From an optimization exercise on the open Yosys and OpenROAD flow, aimed at a short achievable clock period and few clock cycles; shortcuts taken in it are not production practice. Where RTL was checked, it was by simulation tests only, not by an equivalence proof against the original. Power figures rest on the tool's default switching activity, not on a simulated workload.

==> inputs of willow <==
==> flow/design.v <==
module alu_prep (
    output [32:0] X, Y,      
    output ci,
    output arith,            
    output vpre, vbit,       
    input [3:0] op,
    input [31:0] A, B,
    input C_in
    );
    wire add = (op == 4'b0100) || (op == 4'b0101) || (op == 4'b1011);    
    wire sub = (op == 4'b0010) || (op == 4'b0110) || (op == 4'b1010);    
    wire rev = (op == 4'b0011) || (op == 4'b0111);                       
    wire wc  = (op == 4'b0101) || (op == 4'b0110) || (op == 4'b0111);    
    wire [32:0] A2 = {1'b0, A} + 33'd2;
    wire [32:0] nA2 = {1'b1, ~A} + 33'd2;
    assign X = rev ? {1'b0, B} : ((op == 4'b0110) ? A2 : {1'b0, A});
    assign Y = add ? {1'b0, B} : (sub ? {1'b1, ~B} : ((op == 4'b0111) ? nA2 : {1'b1, ~A}));
    assign ci = wc ? C_in : (sub || rev);
    assign arith = add || sub || rev;
    assign vpre = add ? (A[31] == B[31]) : (A[31] != B[31]);
    assign vbit = add ? !A[31] : (sub ? B[31] : A[31]);
endmodule
module alu (
    output [31:0] O,
    output [3:0] Flags,      
    input [3:0] op,
    input [31:0] A, B,
    input [32:0] X, Y,
    input ci, arith, vpre, vbit,
    input shc, V_in
    );
    wire [32:0] s;
    wire [32:0] p0 = X ^ Y;
    wire [32:0] g0 = X & Y;
    wire [33:0] gl0 = {g0, ci}, pl0 = {p0, 1'b0};
    wire [33:0] gl1, pl1, gl2, pl2, gl3, pl3, gl4, pl4, gl5, pl5, gl6, pl6;
    genvar i;
    generate
        for (i = 0; i < 34; i = i + 1) begin : ks
            if (i >= 1)  begin : l1 assign gl1[i] = gl0[i] | (pl0[i] & gl0[i-1]);  assign pl1[i] = pl0[i] & pl0[i-1];  end
            else         begin : c1 assign gl1[i] = gl0[i]; assign pl1[i] = pl0[i]; end
            if (i >= 2)  begin : l2 assign gl2[i] = gl1[i] | (pl1[i] & gl1[i-2]);  assign pl2[i] = pl1[i] & pl1[i-2];  end
            else         begin : c2 assign gl2[i] = gl1[i]; assign pl2[i] = pl1[i]; end
            if (i >= 4)  begin : l3 assign gl3[i] = gl2[i] | (pl2[i] & gl2[i-4]);  assign pl3[i] = pl2[i] & pl2[i-4];  end
            else         begin : c3 assign gl3[i] = gl2[i]; assign pl3[i] = pl2[i]; end
            if (i >= 8)  begin : l4 assign gl4[i] = gl3[i] | (pl3[i] & gl3[i-8]);  assign pl4[i] = pl3[i] & pl3[i-8];  end
            else         begin : c4 assign gl4[i] = gl3[i]; assign pl4[i] = pl3[i]; end
            if (i >= 16) begin : l5 assign gl5[i] = gl4[i] | (pl4[i] & gl4[i-16]); assign pl5[i] = pl4[i] & pl4[i-16]; end
            else         begin : c5 assign gl5[i] = gl4[i]; assign pl5[i] = pl4[i]; end
            if (i >= 32) begin : l6 assign gl6[i] = gl5[i] | (pl5[i] & gl5[i-32]); assign pl6[i] = pl5[i] & pl5[i-32]; end
            else         begin : c6 assign gl6[i] = gl5[i]; assign pl6[i] = pl5[i]; end
        end
    endgenerate
    assign s = p0 ^ gl6[32:0];
    wire [31:0] hs = X[31:0] ^ Y[31:0];
    wire [31:0] cz = {X[30:0] | Y[30:0], ci};
    wire z_arith = (hs == cz);
    reg [31:0] L;
    always @* begin
        case (op)
            4'b0000, 4'b1000: L = A & B;
            4'b0001, 4'b1001: L = A ^ B;
            4'b1100:          L = A | B;
            4'b1101:          L = B;
            4'b1110:          L = A & ~B;
            default:          L = ~B;
        endcase
    end
    assign O = arith ? s[31:0] : L;
    wire Zf = arith ? z_arith : (L == 32'd0);
    wire Vf = arith ? (vpre && (s[31] == vbit)) : V_in;
    wire Cf = arith ? s[32] : shc;
    assign Flags = {O[31], Zf, Cf, Vf};
endmodule
module shifter (output [31:0] OUT, output shifter_carry_out, input [31:0] IR, RM, input C_in);
    wire [3:0]  rot = IR[11:8];
    wire [63:0] imm_rr = {24'd0, IR[7:0], 24'd0, IR[7:0]} >> {rot, 1'b0};
    wire [31:0] imm_out = imm_rr[31:0];
    wire imm_c = (rot == 4'd0) ? C_in : imm_out[31];
    wire [4:0] amt = IR[11:7];
    wire [1:0] sh  = IR[6:5];
    wire [31:0] lsl = RM << amt;
    wire [31:0] lsr = RM >> amt;
    wire [31:0] asr = $signed(RM) >>> amt;
    wire [63:0] rr  = {RM, RM} >> amt;
    wire [32:0] lslc = {1'b0, RM} << amt;           
    wire [32:0] rsc  = {RM, 1'b0} >> amt;           
    reg  [31:0] reg_out;
    reg         reg_c;
    always @* begin
        case (sh)
            2'b00: begin reg_out = lsl; reg_c = (amt == 5'd0) ? C_in : lslc[32]; end
            2'b01: begin reg_out = (amt == 5'd0) ? 32'd0 : lsr; reg_c = (amt == 5'd0) ? RM[31] : rsc[0]; end
            2'b10: begin reg_out = (amt == 5'd0) ? {32{RM[31]}} : asr; reg_c = (amt == 5'd0) ? RM[31] : rsc[0]; end
            default: begin
                reg_out = (amt == 5'd0) ? {C_in, RM[31:1]} : rr[31:0];
                reg_c = (amt == 5'd0) ? RM[0] : rsc[0];
            end
        endcase
    end
    assign OUT = IR[25] ? imm_out : reg_out;
    assign shifter_carry_out = IR[25] ? imm_c : reg_c;
endmodule
module arm_cpu (
    input clk,
    input rst_n,
    output mem_req,
    output mem_rw,
    output [1:0] mem_size,
    output [7:0] mem_addr,
    output [31:0] mem_wdata,
    input [31:0] mem_rdata,
    input mem_ack
    );
    reg        req;
    reg        phF, phD0, phD1, phD2, phB;   
    reg        rw;
    reg [1:0]  sz;
    reg [7:0]  fa;           
    reg [7:0]  maddr;        
    reg [31:0] wdo;          
    reg [15:0] selA, selM, selD;   
    reg [31:0] r15v;         
    reg        fetched;      
    reg [31:0] ir;
    reg [31:0] wd2;          
    reg [7:0]  a2;           
    reg [31:0] ld_q;         
    reg        ld_w;         
    reg [3:0]  ld_dst_q;
    reg [3:0]  flg;          
    reg [31:0] rf [0:14];
    reg        x1_dp, x1_bl;
    reg        x2_we, x2_flg;
    reg [3:0]  x2_rd, x2_op;
    reg [31:0] x2_A, x2_B;
    reg [32:0] x2_X, x2_Y;
    reg        x2_ci, x2_arith, x2_vpre, x2_vbit, x2_shc;
    wire ack = mem_ack && req;
    function [31:0] rdsel(input [15:0] sel);
        integer q;
        begin
            rdsel = sel[15] ? r15v : 32'd0;
            for (q = 0; q < 15; q = q + 1)
                rdsel = rdsel | (sel[q] ? rf[q] : 32'd0);
        end
    endfunction
    function [15:0] onehot(input [3:0] n);
        onehot = 16'd1 << n;
    endfunction
    wire N = flg[3], Z = flg[2], C = flg[1], V = flg[0];
    wire [15:0] cv = {1'b0, 1'b1, Z || (N != V), !Z && (N == V), N != V, N == V, !C && Z, C && !Z,
                      !V, V, !N, N, !C, C, !Z, Z};
    wire [31:0] fi = mem_rdata;
    wire f_dp   = (fi[27:25] == 3'b001) || (fi[27:25] == 3'b000 && fi[4] == 1'b0);
    wire f_br   = (fi[27:25] == 3'b101);
    wire f_ls   = (fi[27:26] == 2'b01);
    wire f_misc = (fi[27:25] == 3'b000 && fi[4] == 1'b1);
    wire f_lsm  = f_ls || f_misc;
    wire x2_busy = x2_we || x2_flg;           
    wire f_wait = f_lsm && x2_busy;
    wire f_mem  = f_lsm && !x2_busy && cv[fi[31:28]];
    function drw(input [31:0] w);
        drw = (w[27:26] == 2'b01) ? w[20] : !(w[5] && !w[20]);
    endfunction
    function [1:0] dsz(input [31:0] w);
        dsz = (w[27:26] == 2'b01) ? (w[22] ? 2'b00 : 2'b10)
            : (w[20] ? (w[6] ? (w[5] ? 2'b01 : 2'b00) : 2'b01)
                     : (w[5] ? (w[6] ? 2'b10 : 2'b01) : 2'b10));
    endfunction
    wire [7:0]  f_rn8 = (fi[19:16] == 4'd15) ? r15v[7:0] : rf[fi[19:16]][7:0];
    wire [31:0] f_rd  = (fi[15:12] == 4'd15) ? r15v : rf[fi[15:12]];
    wire i_cond = cv[ir[31:28]];
    wire i_ls   = (ir[27:26] == 2'b01);
    wire i_misc = !i_ls;                      
    wire i_L = ir[20], i_S = ir[6], i_H = ir[5];
    wire i_dbl  = i_misc && !i_L && (!i_H || i_S);
    wire i_sext = i_misc && i_L && i_S;
    wire [3:0] rd0 = ir[15:12];
    wire [3:0] rd1 = ir[15:12] + 4'd1;
    wire i_fwd  = i_dbl && rw && (ir[19:16] == rd0);
    wire [31:0] ldv = !i_sext ? mem_rdata
                    : (i_H ? {{16{mem_rdata[15]}}, mem_rdata[15:0]} : {{24{mem_rdata[7]}}, mem_rdata[7:0]});
    wire [31:0] x1_A = rdsel(selA);
    wire [31:0] x1_M = rdsel(selM);
    wire [31:0] sh_out;
    wire        sh_c;
    shifter ex_sh (sh_out, sh_c, ir, x1_M, flg[1]);
    wire [32:0] p_X, p_Y;
    wire        p_ci, p_arith, p_vpre, p_vbit;
    alu_prep ex_prep (p_X, p_Y, p_ci, p_arith, p_vpre, p_vbit, ir[24:21], x1_A, sh_out, flg[1]);
    wire dp_cmp = (ir[24:23] == 2'b10);
    wire x1_ex  = x1_dp && i_cond;
    wire x1_mov = (ir[24:21] == 4'b1101 || ir[24:21] == 4'b1111) && !ir[20];   
    wire x1_wmov = x1_ex && x1_mov;
    wire x1_wbl  = x1_bl && i_cond;
    wire [31:0] x1_res = x1_bl ? r15v : (ir[22] ? ~sh_out : sh_out);
    wire [31:0] alu_o;
    wire [3:0]  alu_f;
    alu ex_alu (alu_o, alu_f, x2_op, x2_A, x2_B, x2_X, x2_Y, x2_ci, x2_arith, x2_vpre, x2_vbit,
                x2_shc, flg[0]);
    assign mem_req   = req;
    assign mem_rw    = rw;
    assign mem_size  = sz;
    assign mem_addr  = maddr;
    assign mem_wdata = wdo;
    always @(posedge clk or negedge rst_n) begin
        if (!rst_n) begin
            req <= 1'b0;
            phF <= 1'b1;
            phD0 <= 1'b0;
            phD1 <= 1'b0;
            phD2 <= 1'b0;
            phB <= 1'b0;
            rw <= 1'b0;          
            sz <= 2'b00;
            fa <= 8'd0;
            maddr <= 8'd0;
            wdo <= 32'd0;
            r15v <= 32'd4;
            fetched <= 1'b0;
            x1_dp <= 1'b0;
            x1_bl <= 1'b0;
            x2_we <= 1'b0;
            x2_flg <= 1'b0;
            ld_w <= 1'b0;
        end else begin
            fetched <= ack && phF;
            x1_dp <= ack && phF && f_dp;
            x1_bl <= ack && phF && f_br && fi[24];
            x2_we <= x1_ex && !dp_cmp && !x1_mov;
            x2_flg <= x1_ex && (dp_cmp || ir[20]);
            ld_w <= ack && (phD1 || phD2) && rw;
            if (fetched)
                r15v <= r15v + 32'd4;
            if (ack && phF)
                fa <= fa + 8'd4;
            req <= !(ack && phD1 && i_fwd) && !(ack && phF && f_wait);
            if (!req && phF) begin
                rw <= 1'b1;
                sz <= 2'b10;
            end
            if (phB) begin
                maddr <= ld_q[7:0] + 8'd4;
                phB <= 1'b0;
                phD2 <= 1'b1;
            end
            if (phF)
                wdo <= f_rd;
            if (phD0) begin
                phD0 <= 1'b0;
                if (i_cond) begin
                    phD1 <= 1'b1;
                    rw <= drw(ir);
                    sz <= dsz(ir);
                    maddr <= x1_A[7:0];
                    wdo <= rdsel(selD);
                end else begin
                    phF <= 1'b1;
                    maddr <= fa;
                end
            end
            if (ack && phD1)
                wdo <= wd2;
            if (ack) begin
                if (phF) begin
                    if (f_wait) begin
                        phF <= 1'b0;
                        phD0 <= 1'b1;
                    end else if (f_mem) begin
                        phF <= 1'b0;
                        phD1 <= 1'b1;
                        rw <= drw(fi);
                        sz <= dsz(fi);
                        maddr <= f_rn8;
                    end else begin
                        maddr <= fa + 8'd4;
                    end
                end
                if (phD1) begin
                    phD1 <= 1'b0;
                    if (i_dbl) begin
                        if (i_fwd) phB <= 1'b1;
                        else phD2 <= 1'b1;
                        maddr <= a2;
                    end else begin
                        maddr <= fa;
                        phF <= 1'b1;
                        rw <= 1'b1;
                        sz <= 2'b10;
                    end
                end
                if (phD2) begin
                    maddr <= fa;
                    phD2 <= 1'b0;
                    phF <= 1'b1;
                    rw <= 1'b1;
                    sz <= 2'b10;
                end
            end
        end
    end
    integer k;
    always @(posedge clk) begin
        if (phF) begin
            ir   <= fi;
            selA <= onehot(fi[19:16]);
            selM <= onehot(f_lsm ? fi[15:12] + 4'd1 : fi[3:0]);
            selD <= onehot(fi[15:12]);
        end
        if (fetched)
            wd2 <= x1_M;
        if (phD1)
            a2 <= maddr + 8'd4;
        ld_q <= ldv;
        ld_dst_q <= phD2 ? rd1 : rd0;
        x2_rd    <= rd0;
        x2_op    <= ir[24:21];
        x2_A     <= x1_A;
        x2_B     <= sh_out;
        x2_shc   <= sh_c;
        x2_X     <= p_X;
        x2_Y     <= p_Y;
        x2_ci    <= p_ci;
        x2_arith <= p_arith;
        x2_vpre  <= p_vpre;
        x2_vbit  <= p_vbit;
        if (x2_flg)
            flg <= alu_f;
        for (k = 0; k < 15; k = k + 1)
            if (ld_w && ld_dst_q == k)
                rf[k] <= ld_q;
            else if (x1_wmov && rd0 == k)
                rf[k] <= x1_res;
            else if (x1_wbl && k == 14)
                rf[k] <= x1_res;
            else if (x2_we && x2_rd == k)
                rf[k] <= alu_o;
    end
endmodule
==> flow/flow/run.sh <==
#!/bin/bash
# Standard layout (the standard.sh, unchanged synthesis), with two changes
# to how the layout is made:
#  - ORFS's repair_timing is asked to keep a setup slack margin well beyond the
#    clock constraint, so that it shortens paths the 15 ns constraint alone
#    leaves alone;
#  - the port buffers are plain buffers (buf_8) instead of the delay buffers
#    buffer_ports picks by default.
export SETUP_SLACK_MARGIN=11
export BUFFER_PORTS_ARGS="-buffer_cell sky130_fd_sc_hd__buf_8"
bash standard.sh > standard.log 2>&1
==> flow/standard.sh <==
#!/bin/bash
# synth_recipe.tcl (not shown) runs the flow's synth.tcl, then flattens the netlist and writes it again
# the make line also repeats each setting of config.mk as NAME=value (left out here)
make -C /OpenROAD-flow-scripts/flow DESIGN_CONFIG=/design/flow/config.mk WORK_HOME=/design/flow/orfs CLKGATE_MAP_FILE= SYNTH_SCRIPT=/design/flow/synth_recipe.tcl "${@:-finish}"
==> flow/config.mk <==
export PLATFORM = sky130hd
export DESIGN_NAME = arm_cpu
export DESIGN_NICKNAME = arm_cpu
export VERILOG_FILES = /design/flow/design.v
export SDC_FILE = /design/flow/constraint.sdc
export NUM_CORES = 4
export LEC_CHECK = 0
export CAP_MARGIN = 40
export CORE_MARGIN = 2
export CORE_UTILIZATION = 25
export PLACE_DENSITY = 0.45
export SLEW_MARGIN = 30
==> flow/constraint.sdc <==
create_clock -name core_clock -period 15.0 [get_ports {clk}]
set_input_delay 3.0000 -clock core_clock [delete_from_list [all_inputs] [get_ports {clk}]]
set_output_delay 3.0000 -clock core_clock [all_outputs]
set_load 0.01 [all_outputs]
==> onyx: changes against willow <==
--- a/flow/design.v
+++ b/flow/design.v
@@ -114,5 +114,5 @@
     );
     reg        req;
-    reg        phF, phD0, phD1, phD2, phB;   
+    reg        phF, phD1, phD2, phB;   
     reg        rw;
     reg [1:0]  sz;
@@ -120,5 +120,5 @@
     reg [7:0]  maddr;        
     reg [31:0] wdo;          
-    reg [15:0] selA, selM, selD;   
+    reg [15:0] selA, selM;   
     reg [31:0] r15v;         
     reg        fetched;      
@@ -132,5 +132,5 @@
     reg [31:0] rf [0:14];
     reg        x1_dp, x1_bl;
-    reg        x2_we, x2_flg;
+    reg        x2_we, x2_flg, x2_link;
     reg [3:0]  x2_rd, x2_op;
     reg [31:0] x2_A, x2_B;
@@ -149,27 +149,25 @@
         onehot = 16'd1 << n;
     endfunction
-    wire N = flg[3], Z = flg[2], C = flg[1], V = flg[0];
+    wire [31:0] alu_o;
+    wire [3:0]  alu_f;
+    alu ex_alu (alu_o, alu_f, x2_op, x2_A, x2_B, x2_X, x2_Y, x2_ci, x2_arith, x2_vpre, x2_vbit,
+                x2_shc, flg[0]);
+    wire [31:0] x2_res = x2_link ? x2_A : alu_o;
+    wire [3:0] fl = x2_flg ? alu_f : flg;
+    wire [31:0] fi = mem_rdata;
+    wire N = fl[3], Z = fl[2], C = fl[1], V = fl[0];
     wire [15:0] cv = {1'b0, 1'b1, Z || (N != V), !Z && (N == V), N != V, N == V, !C && Z, C && !Z,
                       !V, V, !N, N, !C, C, !Z, Z};
-    wire [31:0] fi = mem_rdata;
+    wire f_cond = cv[fi[31:28]];
     wire f_dp   = (fi[27:25] == 3'b001) || (fi[27:25] == 3'b000 && fi[4] == 1'b0);
     wire f_br   = (fi[27:25] == 3'b101);
     wire f_ls   = (fi[27:26] == 2'b01);
     wire f_misc = (fi[27:25] == 3'b000 && fi[4] == 1'b1);
-    wire f_lsm  = f_ls || f_misc;
-    wire x2_busy = x2_we || x2_flg;           
-    wire f_wait = f_lsm && x2_busy;
-    wire f_mem  = f_lsm && !x2_busy && cv[fi[31:28]];
-    function drw(input [31:0] w);
-        drw = (w[27:26] == 2'b01) ? w[20] : !(w[5] && !w[20]);
-    endfunction
-    function [1:0] dsz(input [31:0] w);
-        dsz = (w[27:26] == 2'b01) ? (w[22] ? 2'b00 : 2'b10)
-            : (w[20] ? (w[6] ? (w[5] ? 2'b01 : 2'b00) : 2'b01)
-                     : (w[5] ? (w[6] ? 2'b10 : 2'b01) : 2'b10));
-    endfunction
-    wire [7:0]  f_rn8 = (fi[19:16] == 4'd15) ? r15v[7:0] : rf[fi[19:16]][7:0];
-    wire [31:0] f_rd  = (fi[15:12] == 4'd15) ? r15v : rf[fi[15:12]];
-    wire i_cond = cv[ir[31:28]];
+    wire f_mem  = f_cond && (f_ls || f_misc);
+    wire f_L = fi[20], f_S = fi[6], f_H = fi[5];
+    wire       f_drw = f_ls ? f_L : !(f_H && !f_L);
+    wire [1:0] f_dsz = f_ls ? (fi[22] ? 2'b00 : 2'b10)
+                            : (f_L ? (f_S ? (f_H ? 2'b01 : 2'b00) : 2'b01)
+                                   : (f_H ? (f_S ? 2'b10 : 2'b01) : 2'b10));
     wire i_ls   = (ir[27:26] == 2'b01);
     wire i_misc = !i_ls;                      
@@ -180,4 +178,14 @@
     wire [3:0] rd1 = ir[15:12] + 4'd1;
     wire i_fwd  = i_dbl && rw && (ir[19:16] == rd0);
+    wire [511:0] rff;
+    genvar g;
+    generate
+        for (g = 0; g < 15; g = g + 1) begin : fwd
+            assign rff[32*g +: 32] = (x2_we && x2_rd == g) ? x2_res : rf[g];
+        end
+    endgenerate
+    assign rff[511:480] = r15v;
+    wire [7:0]  f_rn8 = rff[32*fi[19:16] +: 8];
+    wire [31:0] f_rd  = rff[32*fi[15:12] +: 32];
     wire [31:0] ldv = !i_sext ? mem_rdata
                     : (i_H ? {{16{mem_rdata[15]}}, mem_rdata[15:0]} : {{24{mem_rdata[7]}}, mem_rdata[7:0]});
@@ -191,13 +199,4 @@
     alu_prep ex_prep (p_X, p_Y, p_ci, p_arith, p_vpre, p_vbit, ir[24:21], x1_A, sh_out, flg[1]);
     wire dp_cmp = (ir[24:23] == 2'b10);
-    wire x1_ex  = x1_dp && i_cond;
-    wire x1_mov = (ir[24:21] == 4'b1101 || ir[24:21] == 4'b1111) && !ir[20];   
-    wire x1_wmov = x1_ex && x1_mov;
-    wire x1_wbl  = x1_bl && i_cond;
-    wire [31:0] x1_res = x1_bl ? r15v : (ir[22] ? ~sh_out : sh_out);
-    wire [31:0] alu_o;
-    wire [3:0]  alu_f;
-    alu ex_alu (alu_o, alu_f, x2_op, x2_A, x2_B, x2_X, x2_Y, x2_ci, x2_arith, x2_vpre, x2_vbit,
-                x2_shc, flg[0]);
     assign mem_req   = req;
     assign mem_rw    = rw;
@@ -209,10 +208,9 @@
             req <= 1'b0;
             phF <= 1'b1;
-            phD0 <= 1'b0;
             phD1 <= 1'b0;
             phD2 <= 1'b0;
             phB <= 1'b0;
-            rw <= 1'b0;          
-            sz <= 2'b00;
+            rw <= 1'b1;
+            sz <= 2'b10;
             fa <= 8'd0;
             maddr <= 8'd0;
@@ -227,8 +225,8 @@
         end else begin
             fetched <= ack && phF;
-            x1_dp <= ack && phF && f_dp;
-            x1_bl <= ack && phF && f_br && fi[24];
-            x2_we <= x1_ex && !dp_cmp && !x1_mov;
-            x2_flg <= x1_ex && (dp_cmp || ir[20]);
+            x1_dp <= ack && phF && f_cond && f_dp;
+            x1_bl <= ack && phF && f_cond && f_br && fi[24];
+            x2_we <= (x1_dp && !dp_cmp) || x1_bl;
+            x2_flg <= x1_dp && (dp_cmp || ir[20]);
             ld_w <= ack && (phD1 || phD2) && rw;
             if (fetched)
@@ -236,41 +234,22 @@
             if (ack && phF)
                 fa <= fa + 8'd4;
-            req <= !(ack && phD1 && i_fwd) && !(ack && phF && f_wait);
-            if (!req && phF) begin
-                rw <= 1'b1;
-                sz <= 2'b10;
-            end
-            if (phB) begin
+            if (phB)
                 maddr <= ld_q[7:0] + 8'd4;
-                phB <= 1'b0;
-                phD2 <= 1'b1;
-            end
             if (phF)
                 wdo <= f_rd;
-            if (phD0) begin
-                phD0 <= 1'b0;
-                if (i_cond) begin
-                    phD1 <= 1'b1;
-                    rw <= drw(ir);
-                    sz <= dsz(ir);
-                    maddr <= x1_A[7:0];
-                    wdo <= rdsel(selD);
-                end else begin
-                    phF <= 1'b1;
-                    maddr <= fa;
-                end
-            end
             if (ack && phD1)
                 wdo <= wd2;
+            req <= !(ack && phD1 && i_fwd);
+            if (phB) begin
+                phB <= 1'b0;
+                phD2 <= 1'b1;
+            end
             if (ack) begin
                 if (phF) begin
-                    if (f_wait) begin
-                        phF <= 1'b0;
-                        phD0 <= 1'b1;
-                    end else if (f_mem) begin
+                    if (f_mem) begin
                         phF <= 1'b0;
                         phD1 <= 1'b1;
-                        rw <= drw(fi);
-                        sz <= dsz(fi);
+                        rw <= f_drw;
+                        sz <= f_dsz;
                         maddr <= f_rn8;
                     end else begin
@@ -306,6 +285,5 @@
             ir   <= fi;
             selA <= onehot(fi[19:16]);
-            selM <= onehot(f_lsm ? fi[15:12] + 4'd1 : fi[3:0]);
-            selD <= onehot(fi[15:12]);
+            selM <= onehot((f_ls || f_misc) ? fi[15:12] + 4'd1 : fi[3:0]);
         end
         if (fetched)
@@ -315,7 +293,8 @@
         ld_q <= ldv;
         ld_dst_q <= phD2 ? rd1 : rd0;
-        x2_rd    <= rd0;
+        x2_rd    <= x1_bl ? 4'd14 : rd0;
+        x2_link  <= x1_bl;
         x2_op    <= ir[24:21];
-        x2_A     <= x1_A;
+        x2_A     <= x1_bl ? r15v : x1_A;
         x2_B     <= sh_out;
         x2_shc   <= sh_c;
@@ -331,10 +310,6 @@
             if (ld_w && ld_dst_q == k)
                 rf[k] <= ld_q;
-            else if (x1_wmov && rd0 == k)
-                rf[k] <= x1_res;
-            else if (x1_wbl && k == 14)
-                rf[k] <= x1_res;
             else if (x2_we && x2_rd == k)
-                rf[k] <= alu_o;
+                rf[k] <= x2_res;
     end
 endmodule
==> yarrow: changes against willow <==
--- a/flow/design.v
+++ b/flow/design.v
@@ -192,8 +192,9 @@
     wire dp_cmp = (ir[24:23] == 2'b10);
     wire x1_ex  = x1_dp && i_cond;
-    wire x1_mov = (ir[24:21] == 4'b1101 || ir[24:21] == 4'b1111) && !ir[20];   
+    wire x1_mov = (ir[24:21] == 4'b1101 || ir[24:21] == 4'b1111) && !ir[20] && ir[25];
+    wire [63:0] x1_immr = {24'd0, ir[7:0], 24'd0, ir[7:0]} >> {ir[11:8], 1'b0};
     wire x1_wmov = x1_ex && x1_mov;
     wire x1_wbl  = x1_bl && i_cond;
-    wire [31:0] x1_res = x1_bl ? r15v : (ir[22] ? ~sh_out : sh_out);
+    wire [31:0] x1_res = x1_bl ? r15v : (ir[22] ? ~x1_immr[31:0] : x1_immr[31:0]);
     wire [31:0] alu_o;
     wire [3:0]  alu_f;
--- a/flow/config.mk
+++ b/flow/config.mk
@@ -8,5 +8,5 @@
 export CAP_MARGIN = 40
 export CORE_MARGIN = 2
-export CORE_UTILIZATION = 25
-export PLACE_DENSITY = 0.45
+export CORE_UTILIZATION = 33
+export PLACE_DENSITY = 0.5
 export SLEW_MARGIN = 30
==> quartz: changes against willow <==
--- a/flow/design.v
+++ b/flow/design.v
@@ -192,8 +192,9 @@
     wire dp_cmp = (ir[24:23] == 2'b10);
     wire x1_ex  = x1_dp && i_cond;
-    wire x1_mov = (ir[24:21] == 4'b1101 || ir[24:21] == 4'b1111) && !ir[20];   
+    wire x1_mov = (ir[24:21] == 4'b1101 || ir[24:21] == 4'b1111) && !ir[20] && ir[25];
+    wire [63:0] x1_immr = {24'd0, ir[7:0], 24'd0, ir[7:0]} >> {ir[11:8], 1'b0};
     wire x1_wmov = x1_ex && x1_mov;
     wire x1_wbl  = x1_bl && i_cond;
-    wire [31:0] x1_res = x1_bl ? r15v : (ir[22] ? ~sh_out : sh_out);
+    wire [31:0] x1_res = x1_bl ? r15v : (ir[22] ? ~x1_immr[31:0] : x1_immr[31:0]);
     wire [31:0] alu_o;
     wire [3:0]  alu_f;
@@ -246,6 +247,4 @@
                 phD2 <= 1'b1;
             end
-            if (phF)
-                wdo <= f_rd;
             if (phD0) begin
                 phD0 <= 1'b0;
@@ -261,37 +260,13 @@
                 end
             end
-            if (ack && phD1)
+            if (ack && phD1) begin
                 wdo <= wd2;
-            if (ack) begin
-                if (phF) begin
-                    if (f_wait) begin
-                        phF <= 1'b0;
-                        phD0 <= 1'b1;
-                    end else if (f_mem) begin
-                        phF <= 1'b0;
-                        phD1 <= 1'b1;
-                        rw <= drw(fi);
-                        sz <= dsz(fi);
-                        maddr <= f_rn8;
-                    end else begin
-                        maddr <= fa + 8'd4;
-                    end
-                end
-                if (phD1) begin
-                    phD1 <= 1'b0;
-                    if (i_dbl) begin
-                        if (i_fwd) phB <= 1'b1;
-                        else phD2 <= 1'b1;
-                        maddr <= a2;
-                    end else begin
-                        maddr <= fa;
-                        phF <= 1'b1;
-                        rw <= 1'b1;
-                        sz <= 2'b10;
-                    end
-                end
-                if (phD2) begin
+                phD1 <= 1'b0;
+                if (i_dbl) begin
+                    if (i_fwd) phB <= 1'b1;
+                    else phD2 <= 1'b1;
+                    maddr <= a2;
+                end else begin
                     maddr <= fa;
-                    phD2 <= 1'b0;
                     phF <= 1'b1;
                     rw <= 1'b1;
@@ -299,4 +274,27 @@
                 end
             end
+            if (ack && phD2) begin
+                maddr <= fa;
+                phD2 <= 1'b0;
+                phF <= 1'b1;
+                rw <= 1'b1;
+                sz <= 2'b10;
+            end
+            if (phF)
+                wdo <= f_rd;
+            if (ack && phF) begin
+                if (f_wait) begin
+                    phF <= 1'b0;
+                    phD0 <= 1'b1;
+                end else if (f_mem) begin
+                    phF <= 1'b0;
+                    phD1 <= 1'b1;
+                    rw <= drw(fi);
+                    sz <= dsz(fi);
+                    maddr <= f_rn8;
+                end else begin
+                    maddr <= fa + 8'd4;
+                end
+            end
         end
     end
==> summary.txt <==
| quantity | willow | onyx | quartz | yarrow |
|---|---|---|---|---|
| RD Place Congestion | 1.08 | 1.02 | 1.04 | 1.07 |
| Power Combinational | 17.4 mW | 0.310 mW | 15.6 mW | 16.9 mW |
| Global-route total usage across every layer | 43.1% | 32.1% | 37.1% | 50.0% |
| EDFF count, synth | 604 | 100 | 604 | 604 |
| Antenna violations before repair | 59 | 42 | 50 | 55 |
| Crit Path Class | reg2reg | reg2out | reg2out | reg2out |
| Clock network power share | 11.9% | 50.3% | 12.8% | 11.7% |
| Detailed-route vias per instance | 7.23 | 6.44 | 6.78 | 7.42 |
| Growth of design area from synthesis to finish | 44.5% | 30.5% | 33.6% | 32.2% |
| Power attributed to sequential cells | 4.34 mW | 2.34 mW | 4.55 mW | 4.57 mW |
| Effective utilization at floorplan | 25.2% | 25.1% | 25.1% | 33.1% |
| Post-CTS Setup Inserts | 517 | 217 | 321 | 334 |
| Wire length of the first global-routing pass | 796 mm | 543 mm | 673 mm | 691 mm |
| Number of clock buffer instances in the layout | 143 | 157 | 151 | 144 |
| Total number of vias | 89200 | 70800 | 80700 | 82900 |
| Post-synthesis instance area | 0.0682 sq mm | 0.0595 sq mm | 0.0658 sq mm | 0.0659 sq mm |
| Leakage power total | 35.7 nW | 28.7 nW | 32.8 nW | 32.9 nW |
| FP Rows | 191 | 179 | 188 | 164 |
| Crit share post-route | 32.8% | 30.7% | 30.8% | 31.0% |
| Area fraction in and, or, nand and nor cells after synthesis | 15.4% | 18.7% | 16.1% | 16.1% |
| Detailed placement HPWL | 400 mm | 260 mm | 325 mm | 337 mm |
| Status | complete, no violations | complete, no violations | complete, no violations | complete, no violations |
Testbench counts of onyx, summed over its fixed seeds: cycles 59,889.
Testbench counts of quartz, summed over its fixed seeds: cycles 59,889.
The RTL of willow and yarrow was laid out without a check of its function.

## port drivers added, routing unchanged
The results above use ideal ports. As a check the final layouts listed here were re-extracted and re-timed, cells and wires unchanged.
Step 1 sets driving cells, clkbuf_16 on the clock port and buf_2 on the other inputs (assumed; they add their load-dependent delay and slew).
Step 2, shift: input delay + t, output delay - t, t = (earliest + latest rising clock arrival at the registers) / 2. This alone moves slack from input paths to output paths.
Three values: no drivers, after step 1, after step 2; two values: the first two.
| run | shift t [ns] | setup slack, ns | worst hold slack (ns) |
|---|---|---|---|
| willow | 0.904 | 10.084 / 10.084 / 9.424 | 0.459 / 0.459 / 0.459 |
| onyx | 0.864 | 10.393 / 10.297 / 9.565 | 0.457 / 0.457 / 0.457 |
| yarrow | 0.920 | 10.357 / 10.256 / 9.702 | 0.473 / 0.473 / 0.473 |
| quartz | 0.892 | 10.375 / 10.275 / 9.637 | 0.547 / 0.547 / 0.547 |
After both steps every run listed still meets setup and hold. The setup slack of onyx, which loses most, moves by -0.096 ns with the drivers and by -0.828 ns with both steps.
